What follows belongs to an exercise in optimizing a design on an open flow for small area and a short achievable clock period; a production flow would make more cautious choices.
At most, simulation tests tie the RTL to the original design; equivalence was not proved.
Function not checked in run 1: the RTL went through the layout flow alone.
Power figures rest on the tool's default switching activity, not on a simulated workload.

**constraint.sdc**
```tcl
create_clock -name core_clock -period 5.0 [get_ports {clk}]
set_input_delay 1.0000 -clock core_clock [delete_from_list [all_inputs] [get_ports {clk}]]
set_output_delay 1.0000 -clock core_clock [all_outputs]
set_load 0.01 [all_outputs]
```
**standard.sh**
```bash
#!/bin/bash
# synth_recipe.tcl (not shown) runs the flow's synth.tcl, then flattens the netlist and writes it again
# the make line also repeats each setting of config.mk as NAME=value (left out here)
make -C /OpenROAD-flow-scripts/flow DESIGN_CONFIG=/design/flow/config.mk WORK_HOME=/design/flow/orfs CLKGATE_MAP_FILE= SYNTH_SCRIPT=/design/flow/synth_recipe.tcl "${@:-finish}"
```
**flow/run.sh**
```bash
#!/bin/bash
# The standard layout with two changes:
#  - the input and output ports are buffered with plain buffers instead of
#    the delay buffers buffer_ports picks by default;
#  - synthesis leaves adders to ABC instead of mapping them to full/half-adder
#    cells first (ADDER_MAP_FILE empty); registers are unchanged.
# make's full output goes to make.log in the work folder; ORFS keeps each
# tool's log under orfs/logs/.
set -euo pipefail
cd "$(dirname "$0")/.."
bash standard.sh "BUFFER_PORTS_ARGS=-buffer_cell sky130_fd_sc_hd__buf_2" "ADDER_MAP_FILE=" finish > make.log 2>&1
```
**config.mk**
```make
export PLATFORM = sky130hd
export DESIGN_NAME = entropy_encode_dc_coefficients
export DESIGN_NICKNAME = entropy_encode_dc_coefficients
export VERILOG_FILES = /design/flow/design.v
export SDC_FILE = /design/flow/constraint.sdc
export NUM_CORES = 4
export LEC_CHECK = 0
export ABC_AREA = 1
export CAP_MARGIN = 20
export CORE_MARGIN = 2
export CORE_UTILIZATION = 65
export CTS_CLUSTER_DIAMETER = 200
export CTS_CLUSTER_SIZE = 50
export SETUP_SLACK_MARGIN = 2.6
export SLEW_MARGIN = 20
```
**design.v**
```verilog
`timescale 1ns / 1ps
module entropy_encode_dc_coefficients #(parameter ADDER = 0) (
	input clk,
	input reset_n,
	input in_valid,
	input in_first,
	input [15:0] DcCoeff,
	output out_valid,
	output [31:0] codeword,
	output [5:0] codeword_length
);
reg first_pending;
wire is_first = in_first | first_pending;
reg [15:0] x1;
reg [15:0] pp;        
reg        v1, f1;
always @(posedge clk) begin
	if (!reset_n) begin
		first_pending <= 1'b1;
		v1 <= 1'b0;
	end else begin
		if (in_valid) first_pending <= 1'b0;
		v1 <= in_valid;
	end
	if (in_valid) x1 <= DcCoeff;
	pp <= ~(DcCoeff ^ (x1 & {16{~is_first}}));
	f1 <= is_first;
end
reg        sgn;       
wire [15:0] gg = ~pp & (x1 ^ {16{sgn}});
wire        eq = &pp;                                    
wire [15:0] g0 = {gg[15:1], gg[0] | pp[0]};
wire [16:0] c;
assign c[0] = 1'b1;
genvar b;
generate
	if (ADDER == 1) begin : g_ripple
		for (b = 0; b < 16; b = b + 1) begin : g_r
			assign c[b+1] = g0[b] | (pp[b] & c[b]);
		end
	end else begin : g_sklansky
		wire [15:0] G0 = g0, P0 = pp;
		wire [15:0] G1, P1, G2, P2, G3, P3, G4, P4;
		for (b = 0; b < 16; b = b + 1) begin : g_l0
			if (b & 1) begin : g_node
				assign G1[b] = G0[b] | (P0[b] & G0[((b >> 0) << 0) - 1]);
				assign P1[b] = P0[b] & P0[((b >> 0) << 0) - 1];
			end else begin : g_pass
				assign G1[b] = G0[b];
				assign P1[b] = P0[b];
			end
		end
		for (b = 0; b < 16; b = b + 1) begin : g_l1
			if (b & 2) begin : g_node
				assign G2[b] = G1[b] | (P1[b] & G1[((b >> 1) << 1) - 1]);
				assign P2[b] = P1[b] & P1[((b >> 1) << 1) - 1];
			end else begin : g_pass
				assign G2[b] = G1[b];
				assign P2[b] = P1[b];
			end
		end
		for (b = 0; b < 16; b = b + 1) begin : g_l2
			if (b & 4) begin : g_node
				assign G3[b] = G2[b] | (P2[b] & G2[((b >> 2) << 2) - 1]);
				assign P3[b] = P2[b] & P2[((b >> 2) << 2) - 1];
			end else begin : g_pass
				assign G3[b] = G2[b];
				assign P3[b] = P2[b];
			end
		end
		for (b = 0; b < 16; b = b + 1) begin : g_l3
			if (b & 8) begin : g_node
				assign G4[b] = G3[b] | (P3[b] & G3[((b >> 3) << 3) - 1]);
				assign P4[b] = P3[b] & P3[((b >> 3) << 3) - 1];
			end else begin : g_pass
				assign G4[b] = G3[b];
				assign P4[b] = P3[b];
			end
		end
		assign c[16:1] = G4;
	end
endgenerate
wire [15:0] e = pp ^ c[15:0];
wire        e16 = pp[15] ^ c[16];
wire [16:0] m = {e ^ {16{e16}}, e16};
wire d_neg = sgn ? (~e16 & ~eq) : e16;
always @(posedge clk) begin
	if (in_valid & is_first) sgn <= 1'b0;
	else if (v1) sgn <= d_neg & ~f1;
end
reg [16:0] m2;
reg        v2, f2;
reg [1:0]  cls;    
always @(posedge clk) begin
	if (!reset_n) v2 <= 1'b0;
	else v2 <= v1;
	m2 <= m;
	f2 <= f1;
end
wire [1:0] mcls = (m2 == 17'd0) ? 2'd0 :
                  (m2 <= 17'd2) ? 2'd1 :
                  (m2 <= 17'd4) ? 2'd2 : 2'd3;
always @(posedge clk) begin
	if (v2) cls <= f2 ? 2'd3 : mcls;
end
wire cF = f2;
wire c0 = ~f2 & (cls == 2'd0);
wire c1 = ~f2 & (cls == 2'd1);
wire c2 = ~f2 & (cls == 2'd2);
wire c3 = ~f2 & (cls == 2'd3);
wire mlt4 = (m2[16:2] == 15'd0);      
wire [17:0] lowk;     
assign lowk = cF ? 18'h1f : c1 ? 18'h1 : c3 ? 18'h7 : 18'h0;
wire [16:0] mm = m2 | lowk[16:0];
wire [17:0] cin;      
assign cin[0] = 1'b1;
genvar j;
generate for (j = 1; j < 18; j = j + 1) begin : g_carry
	assign cin[j] = &mm[j-1:0];
end endgenerate
wire inc = ~c2;
wire [17:0] s;
assign s[16:0] = m2 ^ (cin[16:0] & ~lowk[16:0] & {17{inc}});
assign s[17] = inc & cin[17];
wire [17:0] cw = {s[17:3], s[2] | (c2 & mlt4), s[1:0]};
wire [16:0] w = m2 | {12'b0, cF, cF, cF | c3 | c2, cF | c3, cF | c3 | c1};
wire all1 = inc & w[0] & (&(~w[16:1] | w[15:0]));
reg [4:0] flw;
integer i;
always @(*) begin
	flw = 5'd0;
	for (i = 1; i < 17; i = i + 1)
		if (w[i]) flw = i;
end
wire [1:0] sh = cF ? 2'd2 : (c3 | (c2 & mlt4)) ? 2'd1 : 2'd0;
wire [4:0] half = flw + {4'b0, all1} - {3'b0, sh};
wire [5:0] len = {half, c0 | (c2 & mlt4)};
reg        v3;
reg [17:0] cw3;
reg [5:0]  len3;
always @(posedge clk) begin
	if (!reset_n) v3 <= 1'b0;
	else v3 <= v2;
	cw3 <= cw;
	len3 <= len;
end
assign out_valid = v3;
assign codeword = {14'h0, cw3};
assign codeword_length = len3;
endmodule
```
==> results of run 1 <==
==> power by group through the flow <==
stage	Sequential (mW)	Combinational [mW]	Clock, mW
floorplan	0.981	0.458	0
global placement	0.973	0.612	0
detailed placement	0.979	0.629	0
CTS	0.964	0.633	0.478
global route	0.994	0.732	0.496
finish	0.966	0.646	0.463
==> worst max-delay path by stage <==
stage / endpoint / startpoint / slack, ns / cells after the start
3_3_place_gp: sgn$_SDFFE_PP0P_ / sgn$_SDFFE_PP0P_ / 2.25 / 19
4_1_cts: len3[5]$_DFF_P_ / f2$_DFF_P_ / 2.64 / 24
5_1_grt: len3[5]$_DFF_P_ / cls[0]$_SDFFCE_PP1P_ / 2.55 / 23
2_1_floorplan: len3[4]$_DFF_P_ / cls[1]$_SDFFCE_PP1P_ / 3.00 / 24
6_report: len3[5]$_DFF_P_ / cls[0]$_SDFFCE_PP1P_ / 2.71 / 23
3_5_place_dp: sgn$_SDFFE_PP0P_ / sgn$_SDFFE_PP0P_ / 2.15 / 19
==> worst max-delay path, stage by stage (launching register included) <==
cell and delay [ns]:
edfxtp_1 0.43, nand2_2 0.15, nand2_4 0.08, nor2_4 0.12, nand3_2 0.07, nand2_1 0.06, nand2_1 0.04, nand2_1 0.06
nand2_1 0.05, nand2_1 0.06, nand2_1 0.05, nand2_1 0.05, nand2_1 0.06, nand2_1 0.06, nand2_1 0.05, nand2_1 0.05
nand2_1 0.06, nand2_2 0.08, nand3b_1 0.12, nand2_4 0.11, nand2_4 0.07, o21ai_2 0.16, nand2_1 0.08, nor2_1 0.10
==> synthesized netlist by cell type, types with 6 or more instances <==
cell      instances
dfxtp_1          64
inv_1            49
o21ai_0          14
nand2_1         109
buf_4            15
xor2_1           38
inv_2            10
nor2_1           53
a21oi_1          13
nand2_4           6
nand3_1          14
xnor2_1          23
edfxtp_1         18
==> metal layers <==
metal  global-route usage, %  vias to the layer above
li1                        -                     1605
met1                   25.38                     1352
met2                   39.11                       80
met3                   5.435                        8
met4                   9.333                        0
met5                       0                        -
==> placed cells by master, fill, tap and decap left out, types with 3 or more instances in the layout <==
cell type,synthesis,routed
o21ai_0,14,14
nand3b_1,3,3
buf_2,1,44
nand4_1,4,4
a31oi_1,3,3
dfxtp_1,64,62
xor2_1,38,38
edfxtp_1,18,18
a21oi_1,13,13
nor3_1,4,4
nand3_1,14,14
clkbuf_8,0,9
o21ai_1,4,4
nor4_1,4,3
xnor2_1,23,23
nand2_2,4,7
conb_1,1,14
inv_1,49,49
inv_2,10,9
nor2_1,53,51
nand2_1,109,106
o21ai_2,3,3
nor2_2,3,5
nand2_4,6,5
buf_4,15,7
==> logic make-up after synthesis <==
group                  Yosys count  synth area share (%)
other                            1               0.09369
AO/OA/AOI/OAI                   45                 6.909
flip-flops                      82                 45.51
buffers and inverters           82                 9.690
AND/OR/NAND/NOR                213                 24.44
XOR/XNOR                        61                 13.35
==> per-stage QoR <==
stage          setup WS, ns  total power, mW  instance area, um^2
2_1_floorplan         2.997            1.439                 4051
3_3_place_gp          2.251            1.585                 4199
3_5_place_dp          2.150            1.608                 4199
4_1_cts               2.639            2.075                 4397
5_1_grt               2.549            2.222                 4483
6_report              2.714            2.076                 4483
==> final cells by class <==
type                       instances  share of cell area [%]
sequential                        82                   40.75
multi-input combinational        333                   41.86
inverter                          59                   5.052
tap                               75                   2.093
clock buffer                      11                   2.931
clock inverter                     5                   1.228
timing repair buffer              51                   6.084
==> registers in the layout, indices dropped and copies added (netlist names) <==
signal,flops
v3,1
f2,1
pp,16
cls,2
v1,1
m2,17
v2,1
len3,6
cw3,18
sgn,1
first_pending,1
f1,1
x1,16
==> what timing repair did <==
item | in CTS | in global routing
setup buffers | 1 | 6
setup endpoints to repair | 18 | 15
resized for setup | 2 | 10
hold buffers | 0 | 0
pin swaps | 0 | 1
==> run summary, run 1 <==
FF+latch count, synth 82; drt pass-1 iters 5; met3 WL 315 um; hold_sp f1$_DFF_P_; setup TNS 0 ns; CTS Root Cell clkbuf_8; Ys Warns 1; largest net degree at the start of global routing 20; maximum root-to-sink buffer count 2; reg-to-reg startpoint cls[0]$_SDFFCE_PP1P_; worst clock skew 0.008147 ns; Sequential cell area 1827 um^2; Starting Density 67.60%; VDD IR-drop max 0.0002582 V; io pins 59; Multi-input gate area 1877 um^2; GRT overflow 0; Seq/Total Area, Yosys 45.51%; mapped cell area 4003 um^2; R2R Path End len3[5]$_DFF_P_; CTS clk-pin slew, worst paths 0.08 ns; first-pass GRT wire length 11480 um; routed wl met2 3567 um; CP required 5.28 ns; Via density 4.943; diodes inserted 0; Pint 1.334 mW; proportion of netlist area held by the largest area contributor 32.01%; input/output buffers 44; GR Util All Layers 22.15%; M1 WL 3043 um; maxcap violations 0; Critical Path Start Type register; dominant cell type by area after synthesis dfxtp_1; Vias 3045; Placed Cells 593; clock sink count 82; top routing layer in use met4; Synth Flop Type dfxtp_1; # setup viols final 0; fin crit period 2.286 ns; worst skew pair latency 0.35 ns; Core Util, Final 75.72%; Layout area overhead 12.00%; initial antenna violation count 0; Fillers 455; gpl congestion 0.8965; status timing/DRC/antenna clean; HP Class reg -> reg; H-tree level count 3; Max Fanout on Critical Path 4; worst setup path class reg -> reg; CTS Buf Count 9; Clk pwr share 22.3%; pins over their slew limit 0; Final Non-Filler Cells 616; Syn Area/Cell 8.270 um^2; Post-Synthesis Cells 484; post-synth cell types 39; layout cells sized above 1 20.15%; TritonCTS clock tree done; hold_ws 0.3539 ns; Period Utilization, post-route 45.71%; dominant cells by area after synthesis dfxtp_1 (32%), edfxtp_1 (14%), nand2_1 (10%); FF-to-FF path depth 23; worst hold endpoint f2$_DFF_P_; Layout Nets 556; core region area 5921 um^2; internal reg-to-reg setup slack 2.71 ns; CP Capture Type register; Gate power share 31.1%; Max Clk Rate 437.5 MHz; leakage power 2.098 nW; hold depth 0; FP Rows 28; ys async rst share 0%; unrepaired setup endpoints after global routing yes; final hold vios 0; DRC viols 0; Die X-Extent 82.47 um; die area 6801 um^2; number of flops mapped to enable cells by yosys 18; Iteration-0 DRC Markers 156; Antenna Nets Post-Route 0; total power divided by cell area 463.0 nW/um^2; vias in the first global route 2767; worst-margin pin slew 0.6922 ns; sequential power share 46.6%; Rel. slew slack 53.80%; Worst EP arrival 2.57 ns; final wirelength 7022 um; Final HPWL DP 5285 um; Die Ht 82.47 um; Psw 0.7414 mW; drt wl/cell 11.40 um; sw frac 35.72%
==> run 2: changes to the inputs <==
--- a/design.v
+++ b/design.v
@@ -125,13 +125,11 @@
 wire [17:0] cw = {s[17:3], s[2] | (c2 & mlt4), s[1:0]};
 wire [16:0] w = m2 | {12'b0, cF, cF, cF | c3 | c2, cF | c3, cF | c3 | c1};
 wire all1 = inc & w[0] & (&(~w[16:1] | w[15:0]));
-reg [4:0] flw;
-integer i;
-always @(*) begin
-	flw = 5'd0;
-	for (i = 1; i < 17; i = i + 1)
-		if (w[i]) flw = i;
-end
+wire [3:0] nz = {|w[15:12], |w[11:8], |w[7:4], |w[3:0]};
+wire [1:0] hi = {nz[3] | nz[2], nz[3] | (~nz[2] & nz[1])};
+wire [3:0] nib = nz[3] ? w[15:12] : nz[2] ? w[11:8] : nz[1] ? w[7:4] : w[3:0];
+wire [1:0] lo = {nib[3] | nib[2], nib[3] | (~nib[2] & nib[1])};
+wire [4:0] flw = w[16] ? 5'd16 : {1'b0, hi, lo};
 wire [1:0] sh = cF ? 2'd2 : (c3 | (c2 & mlt4)) ? 2'd1 : 2'd0;
 wire [4:0] half = flw + {4'b0, all1} - {3'b0, sh};
 wire [5:0] len = {half, c0 | (c2 & mlt4)};
--- a/config.mk
+++ b/config.mk
@@ -11,5 +11,5 @@
 export CORE_UTILIZATION = 65
 export CTS_CLUSTER_DIAMETER = 200
 export CTS_CLUSTER_SIZE = 50
-export SETUP_SLACK_MARGIN = 2.6
+export SETUP_SLACK_MARGIN = 2.8
 export SLEW_MARGIN = 20
==> run summary, run 2 <==
Critical Path Start Type register; most numerous cell in the Yosys netlist nand2_1; max reg flops 18 (unchanged); unrepaired setup endpoints after global routing yes; core region area 6314 um^2 (+6.6%); delay-heaviest family, CP simple AND/OR/NAND/NOR gates; # setup viols final 0 (unchanged); placed inst area 4400 um^2 (+4.8%); Largest regs cw3 x18, m2 x17; Seq/Total Area, Yosys 43.31% (-2.2 points); CTS clk-pin slew, worst paths 0.09 ns (about the same); Worst EP arrival 2.28 ns (-0.29 ns); die area 7131 um^2 (+4.8%); HP Class reg -> reg; clock sink count 82 (unchanged); proportion of netlist area held by the largest area contributor 30.46% (-1.6 points); mapped cell area 4207 um^2 (+5.1%); VDD IR-drop max 0.0002912 V (+13%); largest net degree at the start of global routing 20 (unchanged); crit path cell chain inv_1, nand2_1, nor2_1, nand2_1, inv_1, nand4_1, o21ai_2, inv_1, nand3_1, nand2_2, nand2_1, inv_1, nand3_1, nand2_1, nand2_1, nand2_1; setup TNS 0 ns (unchanged); pins over their slew limit 0 (unchanged); internal reg-to-reg setup slack 2.98 ns (+0.26 ns); first-pass GRT wire length 12590 um (+9.6%); Crit path top cell by count nand2_1; final hold vios 0 (unchanged); GR Util All Layers 22.19% (+0.042 points); drt pass-1 iters 4 (-1); Starting Density 66.63% (-0.98 points); post-synth cell types 48 (+23%); most frequent cells after synthesis nand2_1 (113), dfxtp_1 (64), inv_1 (49), xor2_1 (48), nor2_1 (40); Core Util, Final 73.56% (-2.2 points); design area 4644 um^2 (+3.6%); hold_ws 0.3518 ns (-0.002140 ns); GRT overflow 0 (unchanged); Via density 5.045 (+2.1%); slowest CP cell dfxtp_1; H-tree level count 3 (unchanged); layout cells sized above 1 20.55% (+0.40 points); fin crit period 2.023 ns (-0.2622 ns); input/output buffers 44 (unchanged); worst skew pair latency 0.35 ns (about the same); Syn Area/Cell 8.585 um^2 (+3.8%); Max Clk Rate 494.2 MHz (+13%); Antenna Nets Post-Route 0 (unchanged); CP bufs+invs 4 (+4); leakage power 2.162 nW (+3.1%); Synth Flop Type dfxtp_1; dominant cell type by area after synthesis dfxtp_1; FF+latch count, synth 82 (unchanged); Period Utilization, post-route 40.47% (-5.2 points); io pins 59 (unchanged); Vias 3163 (+3.9%); TritonCTS clock tree done; gpl congestion 0.8976 (+0.12%); status timing/DRC/antenna clean; Iteration-0 DRC Markers 152 (-2.6%); Post-Synthesis Cells 490 (+1.2%); CP startpoint m2[14]$_DFF_P_; maxcap violations 0 (unchanged); Rel. slew slack 49.16% (-4.6 points); Die X-Extent 84.45 um (+2.4%); Most flops, register cw3; CP peak stage delay 0.35 ns (-0.08 ns); Ys Warns 1 (unchanged); CTS Hold Buffers Added 0 (unchanged); most frequent cells in the layout nand2_1 (113), dfxtp_1 (62), inv_1 (48), xor2_1 (48), buf_2 (44); diodes inserted 0 (unchanged); ys async rst share 0% (unchanged); drt wl/cell 11.95 um (+4.8%); CP required 5.25 ns (-0.03 ns); maximum root-to-sink buffer count 2 (unchanged); total power divided by cell area 459.6 nW/um^2 (-0.72%); reg-to-reg startpoint m2[14]$_DFF_P_; final wirelength 7494 um (+6.7%); worst clock skew 0.008220 ns (+0.00007272 ns); vias in the first global route 2978 (+7.6%); DRC viols 0 (unchanged); Layout Nets 565 (+1.6%); worst-margin pin slew 0.7617 ns (+0.06955 ns); CP Capture Type register; number of flops mapped to enable cells by yosys 18 (unchanged); Max Fanout on Critical Path 4 (unchanged); initial antenna violation count 0 (unchanged); Layout area overhead 10.41%; Placed Cells 604 (+1.9%); FP Rows 29 (+3.6%); worst setup path class reg -> reg; dominant cells by area after synthesis dfxtp_1 (30%), edfxtp_1 (13%), nand2_1 (10%); Final HPWL DP 5691 um (+7.7%); most common cell after layout, fill and taps aside nand2_1; Final Non-Filler Cells 627 (+1.8%); CTS Root Cell clkbuf_8; hold_sp f1$_DFF_P_; Die Ht 84.45 um (+2.4%); CTS Buf Count 9 (unchanged)
-- run 2: cell count changes after synthesis, moves of 3 or more --
cell / before / now
nand3_1: 14 / 25
xor2_1: 38 / 48
nand4_1: 4 / 8
xnor2_1: 23 / 12
nand2_1: 109 / 113
nand2_4: 6 / 1
o21ai_0: 14 / 9
nor4_1: 4 / 1
nor2_1: 53 / 40
inv_2: 10 / 6
xor2_2: 0 / 7
-- run 2: kinds of logic (layout without fill, tap and decap cells) --
group	Yosys count	after routing	synth area share, %
XOR/XNOR	69	69	16.24
buffers and inverters	75	122	8.983
flip-flops	82	82	43.31
AO/OA/AOI/OAI	46	46	7.258
other	1	14	0.08915
AND/OR/NAND/NOR	217	217	24.12
-- run 2: repair_timing --
item / 4_1_cts / 5_1_grt
buffers inserted: 0 / 7
gates cloned: 0 / 0
gates resized for setup: 3 / 3
setup endpoints to repair: 19 / 12
endpoints found under the hold margin: 0 / 0
-- run 2: path summary, 6_finish.rpt --
| kind | endpoint | depth (start not counted) |
|---|---|---|
| worst max-delay path | len3[4]$_DFF_P_ | 16 |
| worst min-delay path | f2$_DFF_P_ | 0 |
| worst max register to register | len3[4]$_DFF_P_ | 16 |
| worst min register to register | f2$_DFF_P_ | 0 |
-- run 2: per-stage QoR --
stage          worst slack [ns]  total power [mW]
3_5_place_dp              2.341             1.710
4_1_cts                   2.827             2.138
5_1_grt                   2.738             2.286
2_1_floorplan             3.044             1.527
6_report                  2.977             2.135
3_3_place_gp              2.493             1.686
-- run 2: cell type report --
type	count	area, um^2
multi-input combinational	346	2063
fill	498	1669
inverter	55	206.4
sequential	82	1827
timing repair buffer	51	272.8
clock inverter	7	55.05
clock buffer	9	123.9
tap	77	96.34
-- run 2: report_power, final --
group	total (mW)	internal, mW	leakage (nW)	switching (mW)
clock network	0.432	0.183	0.0820	0.249
logic	0.718	0.284	1.37	0.433
registers	0.985	0.847	0.706	0.138
-- run 2: per-layer routing --
layer  global-route usage, %  share of wire, %  vias to the layer above
met5                       0                 0                        -
met4                   9.091               3.5                        0
met3                   5.506               4.3                       16
met2                   39.75                50                       78
met1                   25.27                43                     1430
li1                        -                 -                     1639
==> run 3: changes to the inputs <==
--- a/config.mk
+++ b/config.mk
@@ -11,5 +11,5 @@
 export CORE_UTILIZATION = 65
 export CTS_CLUSTER_DIAMETER = 200
 export CTS_CLUSTER_SIZE = 50
-export SETUP_SLACK_MARGIN = 2.8
+export SETUP_SLACK_MARGIN = 2.7
 export SLEW_MARGIN = 20
==> run summary, run 3 <==
status timing/DRC/antenna clean; Die Ht 84.45 um (unchanged); Starting Density 66.63% (unchanged); Seq/Total Area, Yosys 43.31% (unchanged); Max Fanout on Critical Path 19 (+15); Layout area overhead 9.042%; postcts setup bufs 0 (unchanged); FP Rows 29 (unchanged); CTS Buf Count 9 (unchanged); setup ws final 2.957 ns (-0.01932 ns); reg-to-reg startpoint sgn$_SDFFE_PP0P_; io pins 59 (unchanged); ys async rst share 0% (unchanged); proportion of netlist area held by the largest area contributor 30.46% (unchanged); most common cell after layout, fill and taps aside nand2_1; GRT overflow 0 (unchanged); diodes inserted 0 (unchanged); fin crit period 2.043 ns (+0.01932 ns); FF+latch count, synth 82 (unchanged); most frequent cells in the layout nand2_1 (113), dfxtp_1 (62), inv_1 (48), xor2_1 (48), buf_2 (44); pins over their slew limit 0 (unchanged); internal reg-to-reg setup slack 2.96 ns (-0.02 ns); gpl congestion 0.8976 (unchanged); design area 4587 um^2 (-1.2%); worst hold endpoint f2$_DFF_P_; R2R Path End sgn$_SDFFE_PP0P_; worst skew pair latency 0.35 ns (about the same); DRC viols 0 (unchanged); Rel. slew slack 50.40% (+1.2 points); Final HPWL DP 5691 um (unchanged); hold_sp f1$_DFF_P_; final hold vios 0 (unchanged); CTS clk-pin slew, worst paths 0.09 ns (about the same); Placed Cells 604 (unchanged); Fillers 509 (+2.2%); TritonCTS clock tree done; number of flops mapped to enable cells by yosys 18 (unchanged); unrepaired setup endpoints after global routing no; total power divided by cell area 463.2 nW/um^2 (+0.77%); vias in the first global route 2978 (unchanged); Antenna Nets Post-Route 0 (unchanged); most frequent cells after synthesis nand2_1 (113), dfxtp_1 (64), inv_1 (49), xor2_1 (48), nor2_1 (40); CP startpoint sgn$_SDFFE_PP0P_; CP Capture Type register; CP required 5.25 ns (about the same); HP Class reg -> reg; Final Non-Filler Cells 620 (-1.1%); H-tree level count 3 (unchanged); most numerous cell in the Yosys netlist nand2_1; Critical Path Start Type register; initial antenna violation count 0 (unchanged); Iteration-0 DRC Markers 118 (-22%); first-pass GRT wire length 12590 um (unchanged); dominant cell type by area after synthesis dfxtp_1; final wirelength 7332 um (-2.2%); Via density 5.006 (-0.76%); post-synth cell types 48 (unchanged); CTS Hold Buffers Added 0 (unchanged); input/output buffers 44 (unchanged); Largest regs cw3 x18, m2 x17; Period Utilization, post-route 40.85% (+0.39 points); Syn Area/Cell 8.585 um^2 (unchanged); Layout Nets 558 (-1.2%); Setup WS pre-CTS 2.341 ns (unchanged); FF-to-FF path depth 13 (-3); dominant cells by area after synthesis dfxtp_1 (30%), edfxtp_1 (13%), nand2_1 (10%); worst-margin pin slew 0.7432 ns (-0.01851 ns); mapped cell area 4207 um^2 (unchanged); worst setup path class reg -> reg; core region area 6314 um^2 (unchanged); die area 7131 um^2 (unchanged); setup TNS 0 ns (unchanged); Vias 3104 (-1.9%); Max Clk Rate 489.5 MHz (-0.95%); Synth Flop Type dfxtp_1; VDD IR-drop max 0.0002929 V (+0.59%); # setup viols final 0 (unchanged); Core Util, Final 72.65% (-0.91 points); Die X-Extent 84.45 um (unchanged); layout cells sized above 1 19.34% (-1.2 points); drt wl/cell 11.83 um (-1.1%); Ys Warns 1 (unchanged); hold depth 0 (unchanged); maximum root-to-sink buffer count 2 (unchanged); Most flops, register cw3; Post-Synthesis Cells 490 (unchanged); GR Util All Layers 22.19% (unchanged); largest net degree at the start of global routing 20 (unchanged); drt pass-1 iters 4 (unchanged); max reg flops 18 (unchanged); clock sink count 82 (unchanged); maxcap violations 0 (unchanged); placed inst area 4400 um^2 (unchanged); Worst EP arrival 2.29 ns (about the same); worst clock skew 0.008233 ns (+0.00001321 ns); leakage power 2.124 nW (-1.7%); CTS Root Cell clkbuf_8
==> run 3: changes by cell type in the layout (fill, tap and decap cells not counted), sizes merged <==
cell  delta
buf      -7
==> run 3: logic make-up (layout without fill, tap and decap cells) <==
family	count (synthesis)	count (layout)	synth area share [%]
xor gates and xnor gates	69	69	16.24
buffers and inverters	75	115	8.983
DFF	82	82	43.31
AOI/OAI and AO/OA	46	46	7.258
other	1	14	0.08915
and+or+nand+nor	217	217	24.12
==> run 3: worst max-delay path: stages, from the launching register on <==
cell and delay (ns):
dfxtp_4 0.56, nand2_1 0.12, a21oi_2 0.19, nand2_1 0.11, nand4_1 0.10, nand2_2 0.08, nand2_2 0.09, nand2_4 0.08
nand3_4 0.09, nand3_4 0.10, nand2_8 0.19, nand2_1 0.07, nand3b_1 0.09, a21oi_1 0.06
==> run 3: layout make-up <==
cell class                 instances  area (um^2)  area share [%]
inverter                          55        206.4           4.501
sequential                        82         1827           39.83
timing repair buffer              44        220.2           4.801
clock buffer                       9        123.9           2.700
tap                               77        96.34           2.100
clock inverter                     7        55.05           1.200
multi-input combinational        346         2058           44.87
==> run 3: how the worst max path moves through the flow <==
stage | to | slack [ns] | cells after the start
2_1_floorplan | pp[10]$_DFF_P_ | 3.04 | 4
3_3_place_gp | sgn$_SDFFE_PP0P_ | 2.49 | 13
3_5_place_dp | sgn$_SDFFE_PP0P_ | 2.34 | 13
4_1_cts | sgn$_SDFFE_PP0P_ | 2.73 | 13
5_1_grt | len3[4]$_DFF_P_ | 2.71 | 14
6_report | sgn$_SDFFE_PP0P_ | 2.96 | 13
==> run 3: layer usage <==
| metal | up-vias | wire (um) | GRT usage (%) |
|---|---|---|---|
| met5 | - | 0 | 0 |
| met4 | 0 | 194 | 9.091 |
| met3 | 13 | 325 | 5.506 |
| met2 | 79 | 3688 | 39.75 |
| met1 | 1387 | 3123 | 25.27 |
| li1 | 1625 | - | - |
==> run 3: power breakdown <==
| part | internal (mW) | switching [mW] |
|---|---|---|
| combinational | 0.278 | 0.428 |
| clock | 0.183 | 0.250 |
| sequential | 0.847 | 0.138 |
| total | 1.31 | 0.816 |
==> run 3: stage by stage <==
stage	hold WS, ns	total power, mW
2_1_floorplan	0.3224	1.527
3_3_place_gp	0.3479	1.686
3_5_place_dp	0.3499	1.710
4_1_cts	0.3647	2.138
5_1_grt	0.3763	2.275
6_report	0.3570	2.124
==> run 3: what timing repair did <==
action | in CTS | in global routing
gates resized for setup | 1 | 3
hold endpoints to repair | 0 | 0
endpoints found under the setup margin | 17 | 18
==> run 4: changes to the inputs <==
--- a/config.mk
+++ b/config.mk
@@ -11,5 +11,5 @@
 export CORE_UTILIZATION = 65
 export CTS_CLUSTER_DIAMETER = 200
 export CTS_CLUSTER_SIZE = 50
-export SETUP_SLACK_MARGIN = 2.7
+export SETUP_SLACK_MARGIN = 2.95
 export SLEW_MARGIN = 20
==> run summary, run 4 <==
largest net degree at the start of global routing 20 (unchanged); crit path cell chain buf_4, xnor2_4, nor2_1, nor2_1, inv_1, nand3_2, o21ai_2, a21oi_4, nand3_4, nand2_8, buf_4, xor2_2; Max Fanout on Critical Path 6 (-13); Final HPWL DP 5691 um (unchanged); proportion of netlist area held by the largest area contributor 30.46% (unchanged); grt met1 use 25.27% (unchanged); Fillers 434 (-15%); maximum root-to-sink buffer count 2 (unchanged); Pint 1.380 mW (+5.5%); dominant cell type by area after synthesis dfxtp_1; GRT met2 Usage 39.75% (unchanged); overall power 2.273 mW (+7.0%); initial antenna violation count 0 (unchanged); reg-to-reg startpoint sgn$_SDFFE_PP0P_; first-pass GRT wire length 12590 um (unchanged); Layout Nets 583 (+4.5%); Post-Synthesis Cells 490 (unchanged); Iteration-0 DRC Markers 129 (+9.3%); Critical Path Start Type register; CP Capture Type register; post-synth cell types 48 (unchanged); core region area 6314 um^2 (unchanged); CP required 5.28 ns (+0.03 ns); Via density 5.223 (+4.3%); hold depth 0 (unchanged); dominant cells by area after synthesis dfxtp_1 (30%), edfxtp_1 (13%), nand2_1 (10%); max reg flops 18 (unchanged); largest family of logic cells by synthesized area simple AND/OR/NAND/NOR gates; worst-margin pin slew 0.7425 ns (-0.0007377 ns); DRC viols 0 (unchanged); ys async rst share 0% (unchanged); WP depth 12 (-1); Psw 0.8934 mW (+9.5%); CP peak stage delay 0.38 ns (-0.18 ns); post-synthesis mux area share 0% (unchanged); setup TNS 0 ns (unchanged); Synth Area in Adders 0% (unchanged); GR Util All Layers 22.19% (unchanged); total power divided by cell area 455.5 nW/um^2 (-1.7%); CP startpoint sgn$_SDFFE_PP0P_; delay-heaviest family, CP simple AND/OR/NAND/NOR gates; Starting Density 66.63% (unchanged); worst clock skew 0.007632 ns (-0.0006013 ns); Syn Area/Cell 8.585 um^2 (unchanged); Vias 3369 (+8.5%); # setup viols final 0 (unchanged); Layout area overhead 18.65%; Synth Flop Type dfxtp_1; gpl congestion 0.8976 (unchanged); Gate power share 36.8% (+3.6 points); Core Util, Final 79.05% (+6.4 points); die area 7131 um^2 (unchanged); unrepaired setup endpoints after global routing yes; GRT overflow 0 (unchanged); Worst EP arrival 2.30 ns (about the same); Period Utilization, post-route 40.44% (-0.41 points); drt wl/cell 13.69 um (+16%); diodes inserted 0 (unchanged); Ys Warns 1 (unchanged); complex-gate fraction of the synthesized area 7.258% (unchanged); FF+latch count, synth 82 (unchanged); GRT busiest layer met2; sw frac 39.30% (+0.88 points); CTS clk-pin slew, worst paths 0.09 ns (about the same); FF-to-FF path depth 12 (-1); final wirelength 8830 um (+20%); simple-gate share of the synthesized area 24.12% (unchanged); CP bufs+invs 3 (+3); layout cells sized above 1 30.28% (+11 points); Most flops, register cw3; most frequent cells in the layout nand2_1 (105), dfxtp_1 (55), xor2_1 (46); Clk pwr share 19.1% (-1.3 points); leakage power 2.304 nW (+8.5%); CTS Root Cell clkbuf_8; FP Rows 29 (unchanged); final hold vios 0 (unchanged); Seq/Total Area, Yosys 43.31% (unchanged); TritonCTS clock tree done; Die X-Extent 84.45 um (unchanged); HP Class reg -> reg; io pins 59 (unchanged); CTS Buf Count 9 (unchanged); vias in the first global route 2978 (unchanged); most common cell after layout, fill and taps aside nand2_1; most frequent cells after synthesis nand2_1 (113), dfxtp_1 (64), inv_1 (49), xor2_1 (48), nor2_1 (40); met3 usage 5.506% (unchanged); Antenna Nets Post-Route 0 (unchanged); hold_sp f1$_DFF_P_; drt pass-1 iters 13 (+9); Synth Area in XOR/XNOR 16.24% (unchanged); maxcap violations 0 (unchanged); status timing/DRC/antenna clean; sequential power share 44.1% (-2.3 points); Largest regs cw3 x18, m2 x17; worst setup path class reg -> reg; input/output buffers 44 (unchanged); fin crit period 2.022 ns (-0.02061 ns); most numerous cell in the Yosys netlist nand2_1; slowest CP cell dfxtp_4; number of flops mapped to enable cells by yosys 18 (unchanged); worst skew pair latency 0.35 ns (about the same); Rel. slew slack 50.45% (about the same); Max Clk Rate 494.5 MHz (+1.0%); VDD IR-drop max 0.0002975 V (+1.6%); H-tree level count 3 (unchanged); Die Ht 84.45 um (unchanged); mapped cell area 4207 um^2 (unchanged); clock sink count 82 (unchanged); pins over their slew limit 0 (unchanged)
run 4: changes by cell type in the layout (fill, tap and decap cells not counted), sizes merged:
cell   delta
nand2     +1
buf      +24
run 4: stage by stage:
stage	hold slack [ns]	cell area, um^2	cells	setup WS (ns)
after floorplan	0.3224	4255	503	3.044
after global placement	0.3479	4400	604	2.493
after detailed placement	0.3499	4400	604	2.341
after CTS	0.3574	4587	620	2.939
after global routing	0.3739	4991	645	2.814
final	0.3522	4991	645	2.978
run 4: worst paths after layout:
path | end | slack, ns
worst max-delay path | m2[4]$_DFF_P_ | 2.98
worst min-delay path | f2$_DFF_P_ | 0.35
worst max register to register | m2[4]$_DFF_P_ | 2.98
worst min register to register | f2$_DFF_P_ | 0.35
run 4: worst register-to-register path, stage by stage (launching register included):
cell     delay [ns]
dfxtp_4        0.38
buf_4          0.16
xnor2_4        0.17
nor2_1         0.07
nor2_1         0.17
inv_1          0.11
nand3_2        0.07
o21ai_2        0.07
a21oi_4        0.19
nand3_4        0.15
nand2_8        0.15
buf_4          0.13
xor2_2         0.13
run 4: layout make-up:
type,instances,area (um^2),area share [%]
multi-input cells,347,2227,44.62
flip-flops and latches,82,1838,36.83
repair buffers,68,441.7,8.849
inverters,55,209.0,4.187
clock buffers,9,123.9,2.482
well taps,77,96.34,1.930
clock inverters,7,55.05,1.103
run 4: logic make-up (layout without fill, tap and decap cells):
family          Yosys count  count (layout)
flops                    82              82
buf+inv                  75             139
xor+xnor                 69              69
other cells               1              14
compound gates           46              46
simple gates            217             218
run 4: per-layer routing:
metal,vias up,share of wire [%],wire length [um]
met2,105,51,4537
met5,-,0,0
met1,1546,39,3478
li1,1689,-,-
met4,0,4.2,374
met3,29,5.0,439
run 4: what timing repair did:
item	4_1_cts	5_1_grt
endpoints found under the setup margin	39	25
buffers inserted	0	24
gates cloned	0	1
pin swaps	0	12
resized for setup	5	55
hold buffers	0	0
hold endpoints to repair	0	0
run 4: power by group through the flow:
stage               logic, mW  registers (mW)  clock network (mW)
finish                  0.837            1.00               0.434
CTS                     0.714           0.985               0.440
floorplan               0.525            1.00                   0
detailed placement      0.710            1.00                   0
global route            0.924            1.02               0.471
global placement        0.692           0.994                   0
==> run 5: changes to the inputs <==
--- a/config.mk
+++ b/config.mk
@@ -11,5 +11,5 @@
 export CORE_UTILIZATION = 65
 export CTS_CLUSTER_DIAMETER = 200
 export CTS_CLUSTER_SIZE = 50
-export SETUP_SLACK_MARGIN = 2.95
+export SETUP_SLACK_MARGIN = 2.85
 export SLEW_MARGIN = 20
==> run summary, run 5 <==
status timing/DRC/antenna clean; TritonCTS clock tree done; FF+latch count, synth 82 (unchanged); max reg flops 18 (unchanged); VDD IR-drop max 0.0002907 V (-2.3%); CP peak stage delay 0.41 ns (+0.03 ns); gpl congestion 0.8976 (unchanged); Period Utilization, post-route 39.64% (-0.80 points); worst clock skew 0.007203 ns (-0.0004286 ns); Post-Synthesis Cells 490 (unchanged); Ys Warns 1 (unchanged); maxcap violations 0 (unchanged); CP Capture Type register; M1 WL 3131 um (-10%); Seq/Total Area, Yosys 43.31% (unchanged); final hold vios 0 (unchanged); Most flops, register cw3; vias in the first global route 2978 (unchanged); pins over their slew limit 0 (unchanged); maximum root-to-sink buffer count 2 (unchanged); mapped cell area 4207 um^2 (unchanged); fin crit period 1.982 ns (-0.04020 ns); clock sink count 82 (unchanged); FP Rows 29 (unchanged); Starting Density 66.63% (unchanged); worst setup path class reg -> reg; worst skew pair latency 0.35 ns (about the same); # setup viols final 0 (unchanged); CTS Buf Count 9 (unchanged); diodes inserted 0 (unchanged); number of flops mapped to enable cells by yosys 18 (unchanged); initial antenna violation count 0 (unchanged); drt pass-1 iters 4 (-9); Die Ht 84.45 um (unchanged); proportion of netlist area held by the largest area contributor 30.46% (unchanged); input/output buffers 44 (unchanged); drt wl/cell 11.95 um (-13%); GR Util All Layers 22.19% (unchanged); CP required 5.25 ns (-0.03 ns); CTS Root Cell clkbuf_8; Rel. slew slack 48.69% (-1.8 points); setup TNS 0 ns (unchanged); total power divided by cell area 459.1 nW/um^2 (+0.81%); dominant cells by area after synthesis dfxtp_1 (30%), edfxtp_1 (13%), nand2_1 (10%); met3 WL 396 um (-9.8%); worst-margin pin slew 0.7688 ns (+0.02630 ns); Layout Nets 566 (-2.9%); Via density 5.037 (-3.6%); core region area 6314 um^2 (unchanged); Final HPWL DP 5691 um (unchanged); most frequent cells in the layout nand2_1 (112), dfxtp_1 (62), xor2_1 (48); top routing layer in use met4; ys async rst share 0% (unchanged); Critical Path Start Type register; Synth Flop Type dfxtp_1; Syn Area/Cell 8.585 um^2 (unchanged); HP Class reg -> reg; first-pass GRT wire length 12590 um (unchanged); most frequent cells after synthesis nand2_1 (113), dfxtp_1 (64), inv_1 (49), xor2_1 (48), nor2_1 (40); most common cell after layout, fill and taps aside nand2_1; slowest CP cell dfxtp_2; most numerous cell in the Yosys netlist nand2_1; DRC viols 0 (unchanged); layout cells sized above 1 21.42% (-8.9 points); dominant cell type by area after synthesis dfxtp_1; H-tree level count 3 (unchanged); Worst EP arrival 2.23 ns (-0.07 ns); post-synth cell types 48 (unchanged); Die X-Extent 84.45 um (unchanged); CTS clk-pin slew, worst paths 0.09 ns (about the same); crit path cell chain inv_2, nand3_1, o21ai_1, nand2_1, nand2_1, nand2_1, nand2_1, nand2_2, nand2_1, nand2_2, nor2_1, nor2_2, nand3_1, nand2_1, nand2_1, nand2_1; leakage power 2.172 nW (-5.7%); Iteration-0 DRC Markers 140 (+8.5%); final wirelength 7502 um (-15%); Largest regs cw3 x18, m2 x17; Max Clk Rate 504.6 MHz (+2.0%); Antenna Nets Post-Route 0 (unchanged); Core Util, Final 73.98% (-5.1 points); Vias 3163 (-6.1%); die area 7131 um^2 (unchanged); Layout area overhead 11.04%; largest net degree at the start of global routing 20 (unchanged); Crit path top cell by count nand2_1; Max Fanout on Critical Path 10 (+4); routed wl met2 3782 um (-17%); GRT overflow 0 (unchanged); unrepaired setup endpoints after global routing yes; io pins 59 (unchanged); internal reg-to-reg setup slack 3.02 ns (+0.04 ns)
-- run 5: cell counts after synthesis --
Identical to the previous run, type by type.
-- run 5: critical path: cells and delay by family, from the launching register on --
kind                   cells  cell delay (ns)
AO/OA/AOI/OAI              1             0.17
buffers and inverters      1             0.15
flip-flops                 1             0.41
AND/OR/NAND/NOR           14             1.15
-- run 5: final timing paths --
| path | cells past startpoint | to | start |
|---|---|---|---|
| setup / recovery | 16 | len3[4]$_DFF_P_ | f2$_DFF_P_ |
| hold / removal | 0 | f2$_DFF_P_ | f1$_DFF_P_ |
| hold reg to reg | 0 | f2$_DFF_P_ | f1$_DFF_P_ |
| setup reg to reg | 16 | len3[4]$_DFF_P_ | f2$_DFF_P_ |
-- run 5: kinds of logic (layout without fill, tap and decap cells) --
| family | after synthesis | after routing | share of synthesized area [%] |
|---|---|---|---|
| DFF | 82 | 82 | 43.31 |
| buffers and inverters | 75 | 123 | 8.983 |
| and+or+nand+nor | 217 | 217 | 24.12 |
| xor gates and xnor gates | 69 | 69 | 16.24 |
| AOI/OAI and AO/OA | 46 | 46 | 7.258 |
| other | 1 | 14 | 0.08915 |
-- run 5: metrics by stage --
| stage | worst slack, ns | total power, mW | area (um^2) | std cells | hold slack [ns] |
|---|---|---|---|---|---|
| after floorplan | 3.044 | 1.527 | 4255 | 503 | 0.3224 |
| after global placement | 2.493 | 1.686 | 4400 | 604 | 0.3479 |
| after detailed placement | 2.341 | 1.710 | 4400 | 604 | 0.3499 |
| after CTS | 2.939 | 2.138 | 4587 | 620 | 0.3574 |
| after global routing | 2.835 | 2.296 | 4671 | 628 | 0.3763 |
| final | 3.018 | 2.145 | 4671 | 628 | 0.3563 |
-- run 5: timing repair --
action	4_1_cts	5_1_grt
hold buffers	0	0
buffers inserted	0	8
gates resized for setup	4	7
setup endpoints to repair	21	9
-- run 5: layer usage --
metal / global-route usage [%] / up-vias
met5: 0 / -
met4: 9.091 / 0
met3: 5.506 / 12
met2: 39.75 / 92
met1: 25.27 / 1418
li1: - / 1641
-- run 5: report_power, final --
part	internal (mW)	total, mW	switching, mW
registers	0.847	0.990	0.143
logic	0.288	0.724	0.436
clock network	0.183	0.431	0.248
total	1.32	2.14	0.827
-- run 5: area by class of cell --
class                      instances  area, um^2
multi-input combinational        346        2082
sequential                        82        1827
fill                             493        1643
timing repair buffer              52       280.3
inverter                          55       206.4
clock buffer                       9       123.9
tap                               77       96.34
clock inverter                     7       55.05
==> run 6: changes to the inputs <==
--- a/config.mk
+++ b/config.mk
@@ -11,5 +11,6 @@
 export CORE_UTILIZATION = 65
 export CTS_CLUSTER_DIAMETER = 200
 export CTS_CLUSTER_SIZE = 50
+export PLACE_DENSITY = 0.8
 export SETUP_SLACK_MARGIN = 2.85
 export SLEW_MARGIN = 20
==> run summary, run 6 <==
initial antenna violation count 0 (unchanged); Vias 3131 (-1.0%); Final HPWL DP 5602 um (-1.6%); Worst EP arrival 2.27 ns (+0.04 ns); Iteration-0 DRC Markers 143 (+2.1%); io pins 59 (unchanged); core region area 6314 um^2 (unchanged); VDD IR-drop max 0.0002895 V (-0.39%); worst setup path class reg -> reg; Syn Area/Cell 8.585 um^2 (unchanged); most common cell after layout, fill and taps aside nand2_1; CTS clk-pin slew, worst paths 0.08 ns (about the same); dominant cell type by area after synthesis dfxtp_1; max reg flops 18 (unchanged); Post-Synthesis Cells 490 (unchanged); final wirelength 7600 um (+1.3%); FP Rows 29 (unchanged); mapped cell area 4207 um^2 (unchanged); proportion of netlist area held by the largest area contributor 30.46% (unchanged); drt wl/cell 12.12 um (+1.5%); Die X-Extent 84.45 um (unchanged); pins over their slew limit 0 (unchanged); most frequent cells after synthesis nand2_1 (113), dfxtp_1 (64), inv_1 (49), xor2_1 (48), nor2_1 (40); Period Utilization, post-route 40.40% (+0.76 points); H-tree level count 3 (unchanged); Most flops, register cw3; number of flops mapped to enable cells by yosys 18 (unchanged); gpl congestion 0.8879 (-1.1%); Synth Flop Type dfxtp_1; total power divided by cell area 480.3 nW/um^2 (+4.6%); Antenna Nets Post-Route 0 (unchanged); Largest regs cw3 x18, m2 x17; dominant cells by area after synthesis dfxtp_1 (30%), edfxtp_1 (13%), nand2_1 (10%); status timing/DRC/antenna clean; hold depth 0 (unchanged); input/output buffers 44 (unchanged); drt pass-1 iters 4 (unchanged); FF+latch count, synth 82 (unchanged); clock sink count 82 (unchanged); TritonCTS clock tree done; Seq/Total Area, Yosys 43.31% (unchanged); Rel. slew slack 48.56% (-0.13 points); HP Class reg -> reg; CP required 5.25 ns (about the same); fin crit period 2.020 ns (+0.03785 ns); die area 7131 um^2 (unchanged); Starting Density 66.63% (unchanged); unrepaired setup endpoints after global routing yes; maximum root-to-sink buffer count 2 (unchanged); final hold vios 0 (unchanged); # setup viols final 0 (unchanged); GRT overflow 0 (unchanged); vias in the first global route 2912 (-2.2%); Ys Warns 1 (unchanged); most frequent cells in the layout nand2_1 (111), dfxtp_1 (60), xor2_1 (48); CTS Root Cell clkbuf_8; worst skew pair latency 0.35 ns (about the same); Layout Nets 565 (-0.18%); Max Fanout on Critical Path 5 (-5); Max Clk Rate 495.1 MHz (-1.9%); Fillers 466 (-5.5%); Via density 4.994 (-0.85%); worst-margin pin slew 0.7708 ns (+0.002022 ns); CTS Buf Count 9 (unchanged); layout cells sized above 1 21.27% (-0.14 points); ys async rst share 0% (unchanged); setup TNS 0 ns (unchanged); worst clock skew 0.009779 ns (+0.002576 ns); hold_ws 0.3549 ns (-0.001396 ns); maxcap violations 0 (unchanged); post-synth cell types 48 (unchanged); first-pass GRT wire length 12740 um (+1.3%); Critical Path Start Type register; CP Capture Type register; GR Util All Layers 22.43% (+0.24 points); overall power 2.264 mW (+5.6%); Layout area overhead 12.05%; most numerous cell in the Yosys netlist nand2_1; largest net degree at the start of global routing 20 (unchanged); leakage power 2.189 nW (+0.75%); Die Ht 84.45 um (unchanged); diodes inserted 0 (unchanged); DRC viols 0 (unchanged); FF-to-FF path depth 15 (-1)
==> run 6: cell families (layout without fill, tap and decap cells) <==
family | Yosys count | count (layout) | share of synthesized area [%]
DFF | 82 | 82 | 43.31
and+or+nand+nor | 217 | 217 | 24.12
AOI/OAI and AO/OA | 46 | 46 | 7.258
buffers and inverters | 75 | 122 | 8.983
xor gates and xnor gates | 69 | 69 | 16.24
other | 1 | 14 | 0.08915
==> run 6: critical path: stages, from the launching register on <==
cell and delay, ns:
dfxtp_2 0.36, or2_1 0.24, nor2_1 0.09, nand2_1 0.11, inv_1 0.07, nand4_1 0.17, o21ai_2 0.17, inv_1 0.08
nand3_1 0.11, nand2_2 0.07, nand2_1 0.10, inv_1 0.07, nand3_1 0.12, nand2_1 0.07, nand2_1 0.05, nand2_1 0.04
==> run 6: cell type report <==
| cell class | count | area (um^2) | area share [%] |
|---|---|---|---|
| clock buffers | 10 | 127.6 | 2.708 |
| well taps | 77 | 96.34 | 2.044 |
| repair buffers | 51 | 272.8 | 5.787 |
| multi-input cells | 346 | 2073 | 43.99 |
| inverters | 55 | 206.4 | 4.380 |
| flip-flops and latches | 82 | 1832 | 38.86 |
| clock inverters | 6 | 105.1 | 2.230 |
==> run 6: worst paths after layout <==
check | from | to | slack (ns)
max | m2[11]$_DFF_P_ | len3[4]$_DFF_P_ | 2.98
min | f1$_DFF_P_ | f2$_DFF_P_ | 0.35
max reg2reg | m2[11]$_DFF_P_ | len3[4]$_DFF_P_ | 2.98
min reg2reg | f1$_DFF_P_ | f2$_DFF_P_ | 0.35
==> run 6: report_power, final <==
| part | switching [mW] | internal (mW) |
|---|---|---|
| Sequential | 0.134 | 0.850 |
| Combinational | 0.433 | 0.287 |
| Clock | 0.232 | 0.329 |
| Total | 0.798 | 1.47 |
==> run 6: through the flow <==
step                      worst slack [ns]  util [%]  instance area [um^2]  instances
after floorplan                      3.044         -                  4255        503
after global placement               2.493     69.70                  4400        604
after detailed placement             2.401     69.70                  4400        604
after CTS                            2.900     73.50                  4641        620
after global routing                 2.759     74.65                  4713        627
final                                2.980     74.65                  4713        627
==> run 6: repair_timing <==
action,CTS,global route
hold buffers,0,0
setup buffers,0,7
hold endpoints to repair,0,0
gates resized for setup,4,10
endpoints found under the setup margin,22,7
==> run 6: per-layer routing <==
layer	share of wire [%]	GRT usage [%]	vias to the layer above
li1	-	-	1638
met1	42	27.01	1403
met2	52	39.83	84
met3	4.8	3.540	6
met4	0.80	9.524	0
met5	0	0	-
==> run 7: changes to the inputs <==
--- a/config.mk
+++ b/config.mk
@@ -11,6 +11,6 @@
 export CORE_UTILIZATION = 65
 export CTS_CLUSTER_DIAMETER = 200
 export CTS_CLUSTER_SIZE = 50
-export PLACE_DENSITY = 0.8
 export SETUP_SLACK_MARGIN = 2.85
 export SLEW_MARGIN = 20
+export TNS_END_PERCENT = 0
==> run summary, run 7 <==
Via density 5.037 (+0.86%); HP Class reg -> reg; clock sink count 82 (unchanged); Layout Nets 566 (+0.18%); R2R Path End len3[4]$_DFF_P_; dominant cell type by area after synthesis dfxtp_1; io pins 59 (unchanged); setup TNS 0 ns (unchanged); mapped cell area 4207 um^2 (unchanged); Final HPWL DP 5691 um (+1.6%); fin crit period 1.982 ns (-0.03785 ns); Iteration-0 DRC Markers 140 (-2.1%); CTS Buf Count 9 (unchanged); critical path endpoint len3[4]$_DFF_P_; drt wl/cell 11.95 um (-1.4%); VDD IR-drop max 0.0002907 V (+0.39%); worst setup path class reg -> reg; diodes inserted 0 (unchanged); unrepaired setup endpoints after global routing yes; dominant cells by area after synthesis dfxtp_1 (30%), edfxtp_1 (13%), nand2_1 (10%); # setup viols final 0 (unchanged); CP Capture Type register; die area 7131 um^2 (unchanged); total power divided by cell area 459.1 nW/um^2 (-4.4%); post-synth cell types 48 (unchanged); Period Utilization, post-route 39.64% (-0.76 points); worst clock skew 0.007203 ns (-0.002576 ns); max reg flops 18 (unchanged); FP Rows 29 (unchanged); Final Non-Filler Cells 628 (+0.16%); most frequent cells after synthesis nand2_1 (113), dfxtp_1 (64), inv_1 (49), xor2_1 (48), nor2_1 (40); Layout area overhead 11.04%; FF-to-FF path depth 16 (+1); Most flops, register cw3; vias in the first global route 2978 (+2.3%); final hold vios 0 (unchanged); Synth Flop Type dfxtp_1; hold depth 0 (unchanged); most numerous cell in the Yosys netlist nand2_1; Antenna Nets Post-Route 0 (unchanged); Vias 3163 (+1.0%); final wirelength 7502 um (-1.3%); number of flops mapped to enable cells by yosys 18 (unchanged); FF+latch count, synth 82 (unchanged); Placed Cells 604 (unchanged); Post-Synthesis Cells 490 (unchanged); Ys Warns 1 (unchanged); Die X-Extent 84.45 um (unchanged); DRC viols 0 (unchanged); input/output buffers 44 (unchanged); pins over their slew limit 0 (unchanged); Starting Density 66.63% (unchanged); initial antenna violation count 0 (unchanged); CP required 5.25 ns (about the same); ys async rst share 0% (unchanged); Syn Area/Cell 8.585 um^2 (unchanged); worst-margin pin slew 0.7688 ns (-0.002022 ns); CP startpoint f2$_DFF_P_; gpl congestion 0.8976 (+1.1%); maxcap violations 0 (unchanged); layout cells sized above 1 21.42% (+0.14 points); Rel. slew slack 48.69% (+0.13 points); Die Ht 84.45 um (unchanged); CTS Root Cell clkbuf_8; GRT overflow 0 (unchanged); maximum root-to-sink buffer count 2 (unchanged); Critical Path Start Type register; CTS clk-pin slew, worst paths 0.09 ns (about the same); most common cell after layout, fill and taps aside nand2_1; Seq/Total Area, Yosys 43.31% (unchanged); GR Util All Layers 22.19% (-0.24 points); H-tree level count 3 (unchanged); leakage power 2.172 nW (-0.75%); Max Fanout on Critical Path 10 (+5); Largest regs cw3 x18, m2 x17; first-pass GRT wire length 12590 um (-1.2%); overall power 2.145 mW (-5.3%); most frequent cells in the layout nand2_1 (112), dfxtp_1 (62), xor2_1 (48); reg-to-reg startpoint f2$_DFF_P_; largest net degree at the start of global routing 20 (unchanged); internal reg-to-reg setup slack 3.02 ns (+0.04 ns); proportion of netlist area held by the largest area contributor 30.46% (unchanged); status timing/DRC/antenna clean; Max Clk Rate 504.6 MHz (+1.9%); core region area 6314 um^2 (unchanged); worst skew pair latency 0.35 ns (about the same); TritonCTS clock tree done; drt pass-1 iters 4 (unchanged); Worst EP arrival 2.23 ns (-0.04 ns)
==> run 7: cell types whose count changed in the layout (fill, tap and decap cells not counted), moves of 2 or more <==
| cell | change |
|---|---|
| clkinv_1 | -2 |
| bufinv_16 | -3 |
| clkinvlp_4 | +2 |
| clkinv_4 | +3 |
| dfxtp_1 | +2 |
==> run 7: critical path, cell delays in order (launching register included) <==
cell and delay, ns:
dfxtp_2 0.41, inv_2 0.15, nand3_1 0.20, o21ai_1 0.17, nand2_1 0.06, nand2_1 0.06, nand2_1 0.05, nand2_1 0.07
nand2_2 0.06, nand2_1 0.07, nand2_2 0.07, nor2_1 0.18, nor2_2 0.08, nand3_1 0.09, nand2_1 0.06, nand2_1 0.05
nand2_1 0.05
==> run 7: area by class of cell <==
class / instances / area [um^2]
Clock buffer: 9 / 123.9
Clock inverter: 7 / 55.05
Fill cell: 493 / 1643
Inverter: 55 / 206.4
Multi-Input combinational cell: 346 / 2082
Sequential cell: 82 / 1827
Tap cell: 77 / 96.34
Timing Repair Buffer: 52 / 280.3
==> run 7: logic make-up after synthesis <==
group           Yosys count  share of synthesized area [%]
buf+inv                  75                          8.983
compound gates           46                          7.258
flops                    82                          43.31
other cells               1                        0.08915
simple gates            217                          24.12
xor+xnor                 69                          16.24
==> run 7: timing repair <==
| item | 4_1_cts | 5_1_grt |
|---|---|---|
| buffers inserted | 0 | 8 |
| endpoints found under the setup margin | 21 | 15 |
| resized for setup | 2 | 8 |
| hold buffers | 0 | 0 |
| gates cloned | 0 | 0 |
==> run 7: worst min path at each step <==
stage                     from    endpoint  slack, ns
floorplan           f1$_DFF_P_  f2$_DFF_P_       0.32
global placement    f1$_DFF_P_  f2$_DFF_P_       0.35
detailed placement  f1$_DFF_P_  f2$_DFF_P_       0.35
CTS                 f1$_DFF_P_  f2$_DFF_P_       0.36
global route        f1$_DFF_P_  f2$_DFF_P_       0.38
finish              f1$_DFF_P_  f2$_DFF_P_       0.36
==> run 7: per-layer routing <==
metal  vias up  global-route usage, %  part of all wire [%]
li1       1641                      -                     -
met1      1418                  25.27                    42
met2        92                  39.75                    50
met3        12                  5.506                   5.3
met4         0                  9.091                   2.5
met5         -                      0                     0
==> run 7: power breakdown <==
part	internal (mW)	total [mW]	switching, mW
clock	0.183	0.431	0.248
sequential	0.847	0.990	0.143
combinational	0.288	0.724	0.436
==> run 7: through the flow <==
stage | worst slack [ns] | hold slack [ns] | utilization, % | cell area (um^2)
3_3_place_gp | 2.493 | 0.3479 | 69.70 | 4400
5_1_grt | 2.835 | 0.3763 | 73.98 | 4671
2_1_floorplan | 3.044 | 0.3224 | - | 4255
3_5_place_dp | 2.341 | 0.3499 | 69.70 | 4400
6_report | 3.018 | 0.3563 | 73.98 | 4671
4_1_cts | 2.799 | 0.3647 | 72.59 | 4583
==> run 8: changes to the inputs <==
--- a/config.mk
+++ b/config.mk
@@ -13,4 +13,4 @@
 export CTS_CLUSTER_SIZE = 50
 export SETUP_SLACK_MARGIN = 2.85
 export SLEW_MARGIN = 20
-export TNS_END_PERCENT = 0
+export TNS_END_PERCENT = 20
==> run summary, run 8 <==
Die X-Extent 84.45 um (unchanged); maximum root-to-sink buffer count 2 (unchanged); Layout Nets 566 (unchanged); Ys Warns 1 (unchanged); Final HPWL DP 5691 um (unchanged); GRT overflow 0 (unchanged); final wirelength 7511 um (+0.12%); status timing/DRC/antenna clean; dominant cell type by area after synthesis dfxtp_1; drt wl/cell 11.96 um (+0.12%); Iteration-0 DRC Markers 131 (-6.4%); core region area 6314 um^2 (unchanged); vias in the first global route 2978 (unchanged); worst-margin pin slew 0.7628 ns (-0.005972 ns); Worst EP arrival 2.23 ns (about the same); ys async rst share 0% (unchanged); fin crit period 1.979 ns (-0.003270 ns); maxcap violations 0 (unchanged); HP Class reg -> reg; Pint 1.317 mW (about the same); # setup viols final 0 (unchanged); CTS Root Cell clkbuf_8; GR Util All Layers 22.19% (unchanged); number of flops mapped to enable cells by yosys 18 (unchanged); VDD IR-drop max 0.0002913 V (+0.22%); CP peak stage delay 0.44 ns (+0.03 ns); CP required 5.25 ns (about the same); Gate power share 33.8% (about the same); clock sink count 82 (unchanged); Clk pwr share 20.1% (about the same); initial antenna violation count 0 (unchanged); FF+latch count, synth 82 (unchanged); Synth Flop Type dfxtp_1; max reg flops 18 (unchanged); CTS clk-pin slew, worst paths 0.09 ns (about the same); final hold vios 0 (unchanged); FP Rows 29 (unchanged); Largest regs cw3 x18, m2 x17; largest net degree at the start of global routing 20 (unchanged); worst clock skew 0.007541 ns (+0.0003380 ns); Sequential cell area 1829 um^2 (+0.14%); Crit path top cell by count nand2_1; Rel. slew slack 49.09% (+0.40 points); Psw 0.8286 mW (+0.21%); die area 7131 um^2 (unchanged); Max Fanout on Critical Path 4 (-6); Seq/Total Area, Yosys 43.31% (unchanged); unrepaired setup endpoints after global routing yes; setup TNS 0 ns (unchanged); total power divided by cell area 459.2 nW/um^2 (about the same); CP bufs+invs 0 (-1); worst setup path class reg -> reg; post-synth cell types 48 (unchanged); CTS Hold Buffers Added 0 (unchanged); H-tree level count 3 (unchanged); dominant cells by area after synthesis dfxtp_1 (30%), edfxtp_1 (13%), nand2_1 (10%); overall power 2.146 mW (about the same); drt pass-1 iters 4 (unchanged); proportion of netlist area held by the largest area contributor 30.46% (unchanged); Layout area overhead 11.09% (about the same); Syn Area/Cell 8.585 um^2 (unchanged); Starting Density 66.63% (unchanged); most frequent cells after synthesis nand2_1 (113), dfxtp_1 (64), inv_1 (49), xor2_1 (48), nor2_1 (40); Post-Synthesis Cells 490 (unchanged); delay-heaviest family, CP simple AND/OR/NAND/NOR gates; Multi-input gate area 2082 um^2 (unchanged); layout cells sized above 1 21.42% (unchanged); CTS Buf Count 9 (unchanged); gpl congestion 0.8976 (unchanged); Via density 5.057 (+0.41%); input/output buffers 44 (unchanged); first-pass GRT wire length 12590 um (unchanged); Max Clk Rate 505.4 MHz (+0.17%); pins over their slew limit 0 (unchanged); DRC viols 0 (unchanged); Vias 3176 (+0.41%); Critical Path Start Type register; slowest CP cell edfxtp_1; Period Utilization, post-route 39.57% (-0.065 points); most numerous cell in the Yosys netlist nand2_1; worst skew pair latency 0.35 ns (about the same); leakage power 2.173 nW (about the same); crit path cell chain nand2_1, nand3_1, o21ai_1, nand2_1, nand2_1, nand2_1, nand2_1, nand2_2, nand2_1, nand2_2, nor2_1, nor2_2, nand3_1, nand2_1, nand2_1, nand2_1; sw frac 38.61% (+0.054 points); CP Capture Type register; mapped cell area 4207 um^2 (unchanged); TritonCTS clock tree done; most frequent cells in the layout nand2_1 (112), dfxtp_1 (62), xor2_1 (48); Most flops, register cw3; Fillers 493 (unchanged); most common cell after layout, fill and taps aside nand2_1; sequential power share 46.1% (about the same); diodes inserted 0 (unchanged); Antenna Nets Post-Route 0 (unchanged); Die Ht 84.45 um (unchanged); io pins 59 (unchanged)
[run 8: metal layers]
metal  share of wire [%]  GRT usage, %  routed length (um)
met1                  43         25.27                3210
met2                  50         39.75                3790
met3                 4.2         5.506                 317
met4                 2.5         9.091                 191
met5                   0             0                   0
[run 8: area by class of cell]
type	count	area share (%)
clock buffers	9	2.651
clock inverters	7	1.178
inverters	55	4.418
multi-input cells	346	44.55
flip-flops and latches	82	39.14
well taps	77	2.062
repair buffers	52	5.997
[run 8: cells by family after synthesis]
kind of cell	synth area share, %
buf+inv	8.983
other cells	0.08915
simple gates	24.12
flops	43.31
compound gates	7.258
xor+xnor	16.24
[run 8: repair_timing]
| item | in CTS | in global routing |
|---|---|---|
| endpoints found under the setup margin | 21 | 15 |
| gates resized for setup | 2 | 9 |
| setup buffers | 0 | 8 |
| pin swaps | 0 | 0 |
[run 8: power by group through the flow]
stage / Combinational [mW] / Sequential, mW / Clock [mW]
2_1_floorplan: 0.525 / 1.00 / 0
3_3_place_gp: 0.692 / 0.994 / 0
3_5_place_dp: 0.710 / 1.00 / 0
4_1_cts: 0.714 / 0.984 / 0.440
5_1_grt: 0.818 / 1.01 / 0.468
6_report: 0.725 / 0.990 / 0.431
[run 8: stage by stage]
step | utilization, % | instance area, um^2 | worst slack (ns) | std cells | hold slack, ns
global placement | 69.70 | 4400 | 2.493 | 604 | 0.3479
global route | 74.02 | 4673 | 2.835 | 628 | 0.3751
detailed placement | 69.70 | 4400 | 2.341 | 604 | 0.3499
CTS | 72.59 | 4583 | 2.799 | 620 | 0.3647
finish | 74.02 | 4673 | 3.021 | 628 | 0.3485
floorplan | - | 4255 | 3.044 | 503 | 0.3224
[run 8: path summary, 6_finish.rpt]
kind / startpoint / end / slack [ns] / cells past startpoint
worst max-delay path: cls[1]$_SDFFCE_PP1P_ / len3[4]$_DFF_P_ / 3.02 / 16
worst min-delay path: f1$_DFF_P_ / f2$_DFF_P_ / 0.35 / 0
worst max register to register: cls[1]$_SDFFCE_PP1P_ / len3[4]$_DFF_P_ / 3.02 / 16
worst min register to register: f1$_DFF_P_ / f2$_DFF_P_ / 0.35 / 0
[run 8: worst register-to-register path, stage by stage, from the launching register on]
cell and delay [ns]:
edfxtp_1 0.44, nand2_1 0.14, nand3_1 0.18, o21ai_1 0.17
nand2_1 0.06, nand2_1 0.06, nand2_1 0.05, nand2_1 0.07
nand2_2 0.06, nand2_1 0.07, nand2_2 0.07, nor2_1 0.19
nor2_2 0.08, nand3_1 0.09, nand2_1 0.06, nand2_1 0.05
nand2_1 0.05

separate check: timing with driven ports:
In the flow no input, the clock included, has a driving cell. The finished layouts below were timed again as built, in two steps.
Step 1 assumes that a clkbuf_16 drives the clock port and a buf_2 every other input.
Step 2 moves the port delays by t, midway between the first and last clock arrival at a register: inputs arrive t later, outputs are due t later. That takes back most of the time a late clock gives input paths.
a / b / c = no drivers / after step 1 / after step 2; a / b = the first two.
run	shift t [ns]	slack for setup (ns)	worst hold slack (ns)	pins driven straight from the clock port
run 1	0.371	2.714 / 2.714 / 2.714	0.354 / 0.354 / 0.354	1
run 2	0.376	2.977 / 2.977 / 2.822	0.352 / 0.352 / 0.352	1
run 3	0.377	2.957 / 2.957 / 2.839	0.357 / 0.357 / 0.357	1
run 4	0.381	2.978 / 2.978 / 2.845	0.352 / 0.352 / 0.352	1
run 5	0.376	3.018 / 3.018 / 2.817	0.356 / 0.356 / 0.356	1
run 6	0.379	2.980 / 2.980 / 2.848	0.355 / 0.355 / 0.355	1
run 7	0.376	3.018 / 3.018 / 2.817	0.356 / 0.356 / 0.356	1
run 8	0.377	3.021 / 3.021 / 2.822	0.349 / 0.349 / 0.349	1
After both steps setup and hold are still met in every run listed.
